What follows belongs to an exercise in optimizing a design on an open flow for a short achievable clock period and few clock cycles; a production flow would make more cautious choices.
In this exercise RTL edits were held to simulation tests only and were not proved equivalent to the original.
Power figures rest on the tool's default switching activity, not on a simulated workload.

rev 12:
// ARM
module ARM(
    input clk,
    input rst,
    output [31:0] imem_addr,
    input [31:0] imem_data,
    output [31:0] dmem_addr,
    output [31:0] dmem_wdata,
    output dmem_we,
    input [31:0] dmem_rdata
);
reg [31:0] pc;
reg        d_valid;
reg [31:0] d_ins;
reg [31:0] d_a, d_m, d_d;        
reg        d_mh_a, d_mh_m, d_mh_d;  
reg        d_wh_a, d_wh_m, d_wh_d;  
reg [31:0] d_pc4;
reg        d_pred;
reg        e_valid;
reg [3:0]  e_cond;
reg        e_wb, e_setf, e_ld, e_st, e_b, e_pred;
reg        e_arith;      
reg        e_invb;       
reg        e_cin1;       
reg        e_cinc;       
reg        e_land, e_lor, e_leor, e_lmov, e_lmvn, e_lrn;   
reg [3:0]  e_rd;
reg [31:0] e_a, e_op2, e_sd;   
reg        e_fa, e_fb, e_fsd;  
reg [31:0] e_alt;
reg        e_zk;         
reg        e_eq;         
reg        m_wb, m_ld, m_st;
reg [3:0]  m_rd;
reg [31:0] m_res, m_sdata;
reg [31:0] w_q;          
reg [3:0]  flags;        
reg [31:0] regs [0:15];
wire [31:0] w_val = m_ld ? dmem_rdata : m_res;
assign dmem_addr  = m_res;
assign dmem_wdata = m_sdata;
assign dmem_we    = m_st;
wire c_n = flags[3], c_z = flags[2], c_c = flags[1], c_v = flags[0];
reg cond_pass;
always @(*) begin
    case (e_cond)
        4'h0: cond_pass = c_z;
        4'h1: cond_pass = !c_z;
        4'h2: cond_pass = c_c;
  ...
Size in the first run: roughly 61000 um2 of cells after synthesis.
clock: 11.0 ns
lec_check: 0
abc_clock_period_in_ps: 3000
cap_margin: 20
core_margin: 2
core_utilization: 40
slew_margin: 20
tns_end_percent: 100
standard.sh (not shown) runs the stock make flow with config.mk's settings and CLKGATE_MAP_FILE= SYNTH_SCRIPT=/design/flow/synth_recipe.tcl, a recipe that flattens the netlist after the stock synthesis.
==> flow/flow/run.sh <==
#!/bin/bash
# The standard layout (the standard.sh), with timing repair aiming for
# setup slack well beyond the 11 ns clock so that the achieved period shrinks.
set -uo pipefail
bash standard.sh SETUP_SLACK_MARGIN=7.5 finish > standard_flow.log 2>&1
Rev 12 | status: complete | timing, DRC, antenna: pass
Testbench counts of rev 12, summed over its fixed seeds: cycles 78,028.
For rev 13, these inputs were changed with respect to rev 12:
-- flow/design.v --
<<< rev 12, line 190
wire e_hit_m = e_valid && e_wb && e_rd == i_rm;
wire e_hit_d = e_valid && e_wb && e_rd == i_rd;
wire stall = d_valid && ((e_ld && ((i_use_n && e_hit_n) || (i_use_m && e_hit_m) ||
                                   (i_use_d && e_hit_d))) ||
                         (i_shift && (e_hit_m || (m_ld && d_mh_m))));
wire e_wr = e_go && e_wb;
wire [31:0] pc4 = pc + 32'd4;
>>> rev 13, line 190
wire e_hit_m = e_valid && e_wb && e_rd == i_rm;
wire e_hit_d = e_valid && e_wb && e_rd == i_rd;
wire stall = d_valid && ((cond_pass && ((e_ld && ((i_use_n && e_hit_n) || (i_use_m && e_hit_m) ||
                                                  (i_use_d && e_hit_d))) ||
                                        (i_shift && e_hit_m))) ||
                         (i_shift && m_ld && d_mh_m));
wire e_wr = e_go && e_wb;
wire [31:0] pc4 = pc + 32'd4;
Diff rev 13..rev 12 | count of unresolved DRC violations after routing | unchanged. Rev 12 completed every stage of the flow, and the final layout passed the timing, design-rule and antenna checks. Every stage of the flow completed for rev 13, and the final layout passed the timing, design-rule and antenna checks. Between rev 13 and rev 12, the area taken by flip-flops and latches does not differ in any meaningful way. Per the comparison of rev 13 with rev 12, final non-filler cell area went up 2.7%; sequential share of layout area decreased 0.88 points; total routed wirelength grew by 4.0%; number of clock buffers in the layout went down; via count of the first global-routing pass held steady. Compared with rev 12, in rev 13 sum of internal, switching and leakage power went up 0.41%; core utilization shows an increase of 1.9 points; critical path depth lower; post-place instance area went down by 0.55%.
Testbench counts of rev 13, summed over its fixed seeds: cycles 77,837.


ARM, a different RTL version from the one above (not shown whole).
Size in the first run: about 160 I/O pins.
clock: 11.0 ns
lec_check: 0
abc_clock_period_in_ps: 3000
cap_margin: 20
core_margin: 2
core_utilization: 40
slew_margin: 20
tns_end_percent: 100
Scripts as last shown in full above: flow/flow/run.sh
Testbench counts at the start, summed over its fixed seeds: cycles 77,837.
==> next run, changes <==
--- a/flow/design.v
+++ b/flow/design.v
@@ -124,23 +124,23 @@
         4'h6: id_cond = c_v;
         4'h7: id_cond = !c_v;
         4'h8: id_cond = c_c && !c_z;
         4'h9: id_cond = !c_c || c_z;
         4'hA: id_cond = c_n == c_v;
         4'hB: id_cond = c_n != c_v;
         4'hC: id_cond = !c_z && (c_n == c_v);
         4'hD: id_cond = c_z || (c_n != c_v);
         default: id_cond = 1'b1;
     endcase
 end
-wire id_known = !e_setsf || (d_ins[31:29] == 3'b000 && e_zk) || d_ins[31:29] == 3'b111;
+wire id_known = !e_setsf || (d_ins[31:29] == 3'b000 && e_zk);
 wire id_isb   = d_valid && d_ins[27:26] == 2'b10 && !d_ins[24];
 wire id_redirect = id_isb && id_known && (id_cond != d_pred);
 wire id_pred = (id_isb && id_known) ? id_cond : d_pred;
 wire e_take = e_go && e_b;
 wire mispredict = e_valid && e_b && (e_take != e_pred);
 wire [3:0] i_cond = d_ins[31:28];
 wire [1:0] i_mode = d_ins[27:26];
 wire       i_I    = d_ins[25];
 wire [3:0] i_op   = d_ins[24:21];
 wire       i_S    = d_ins[20];
 wire [3:0] i_rn   = d_ins[19:16];
@@ -181,40 +181,33 @@
         default: sh = sh_in >> i_shamt;
     endcase
 end
 wire [31:0] i_op2 = i_useimm ? i_imm : (i_shift ? sh : id_m);
 wire i_cin1  = i_op == 4'b0010 || i_op == 4'b1010;
 wire [31:0] id_a_nold = d_mh_a ? m_res : (d_wh_a ? w_q : d_a);
 wire i_invb  = i_cin1 || i_op == 4'b0110;
 wire i_arith = i_invb || i_op == 4'b0100 || i_op == 4'b0101;
 wire e_hit_n = e_valid && e_wb && e_rd == i_rn;
 wire e_hit_m = e_valid && e_wb && e_rd == i_rm;
 wire e_hit_d = e_valid && e_wb && e_rd == i_rd;
-wire stall = d_valid && ((cond_pass && ((e_ld && ((i_use_n && e_hit_n) || (i_use_m && e_hit_m) ||
-                                                  (i_use_d && e_hit_d))) ||
-                                        (i_shift && e_hit_m))) ||
-                         (i_shift && m_ld && d_mh_m));
+wire stall = d_valid && ((e_ld && ((i_use_n && e_hit_n) || (i_use_m && e_hit_m) ||
+                                   (i_use_d && e_hit_d))) ||
+                         (i_shift && (e_hit_m || (m_ld && d_mh_m))));
 wire e_wr = e_go && e_wb;
 wire [31:0] pc4 = pc + 32'd4;
 wire [31:0] f_ins = imem_data;
 wire        f_b = f_ins[27:26] == 2'b10 && !f_ins[24];
-wire [10:0] f_lo;
-ks_add #(10) tgt_add (.a(pc[11:2]), .b(f_ins[9:0]), .cin(1'b1), .s(f_lo[9:0]), .cout(f_lo[10]));
-wire [19:0] pc_hi_p1, pc_hi_m1;
-ks_add #(20) hi_inc (.a(pc[31:12]), .b(20'h00000), .cin(1'b1), .s(pc_hi_p1), .cout());
-ks_add #(20) hi_dec (.a(pc[31:12]), .b(20'hfffff), .cin(1'b0), .s(pc_hi_m1), .cout());
-wire        f_neg = f_ins[23];
-wire        f_short = f_ins[23:10] == 14'h0000 || f_ins[23:10] == 14'h3fff;
-wire [19:0] f_hi = (f_lo[10] == f_neg) ? pc[31:12] : (f_lo[10] ? pc_hi_p1 : pc_hi_m1);
-wire [31:0] f_tgt = {f_hi, f_lo[9:0], pc[1:0]};
-wire        f_pred = f_b && f_short && (f_ins[31:29] == 3'b111 || f_ins[23]);
+wire [31:0] f_tgt;
+ks_add #(32) tgt_add (.a(pc4), .b({{6{f_ins[23]}}, f_ins[23:0], 2'b00}), .cin(1'b0),
+                      .s(f_tgt), .cout());
+wire        f_pred = f_b && (f_ins[31:29] == 3'b111 || f_ins[23]);
 wire [3:0]  f_rn = f_ins[19:16];
 wire [3:0]  f_rd = f_ins[15:12];
 wire [3:0]  f_rm = f_ins[3:0];
 assign imem_addr = pc;
 wire [31:0] pc_seq = f_pred ? f_tgt : pc4;
 wire [31:0] pc_alt = mispredict ? e_alt : (id_redirect ? (d_pred ? d_pc4 : i_tgt) : pc);
 wire        pc_use_alt = mispredict || id_redirect || stall;
 always @(posedge clk, posedge rst) begin
     if (rst) begin
         pc <= 32'b0;
     end else begin
What happened:
- setup slack gets better by 0.26 ns
- wire length rose by 2.0%
- clock power fell by about 3%
- die area rose by 1.4%
- count of clock-buffer cells in the layout rose by 8
- global-route usage fell by 0.35 points
- utilization rose by 1.1 points
- sequential cell count does not change
- register-to-register slack gets worse by 0.24 ns
Testbench counts after the change, summed over its fixed seeds: cycles 78,028.

separate check: timing with driven ports:
How much do the figures lean on ideal ports? The routed layouts below were timed once more, with nothing changed but the port constraints. Step 1: set_driving_cell puts a clkbuf_16 on clk and a buf_2 on each other input, an assumption about the parent block. Step 2 times the ports against the registers' clock, not the clock port: input delays grow and output delays shrink by t, the midpoint of the rising clock arrivals with the driver on. a / b / c = ideal ports / drivers / drivers and shift; a / b = the first two.
run | t (ns) | setup WS [ns] | worst setup path after step 2 | pins driven straight from the clock port
rev 12 | 0.835 | 6.880 / 6.907 / 6.073 | input to register | 1
rev 13 | 0.823 | 6.954 / 6.977 / 6.155 | input to register | 1
the first run of note 2 | 0.847 | 6.616 / 6.674 / 5.827 | input to register | 1
the second run of note 2 | 0.832 | 6.871 / 6.871 / 6.048 | input to register | 1
After both steps every run listed still meets setup and hold. The setup slack of the second run of note 2, which loses most, moves by 0.000 ns with the drivers and by -0.823 ns with both steps.
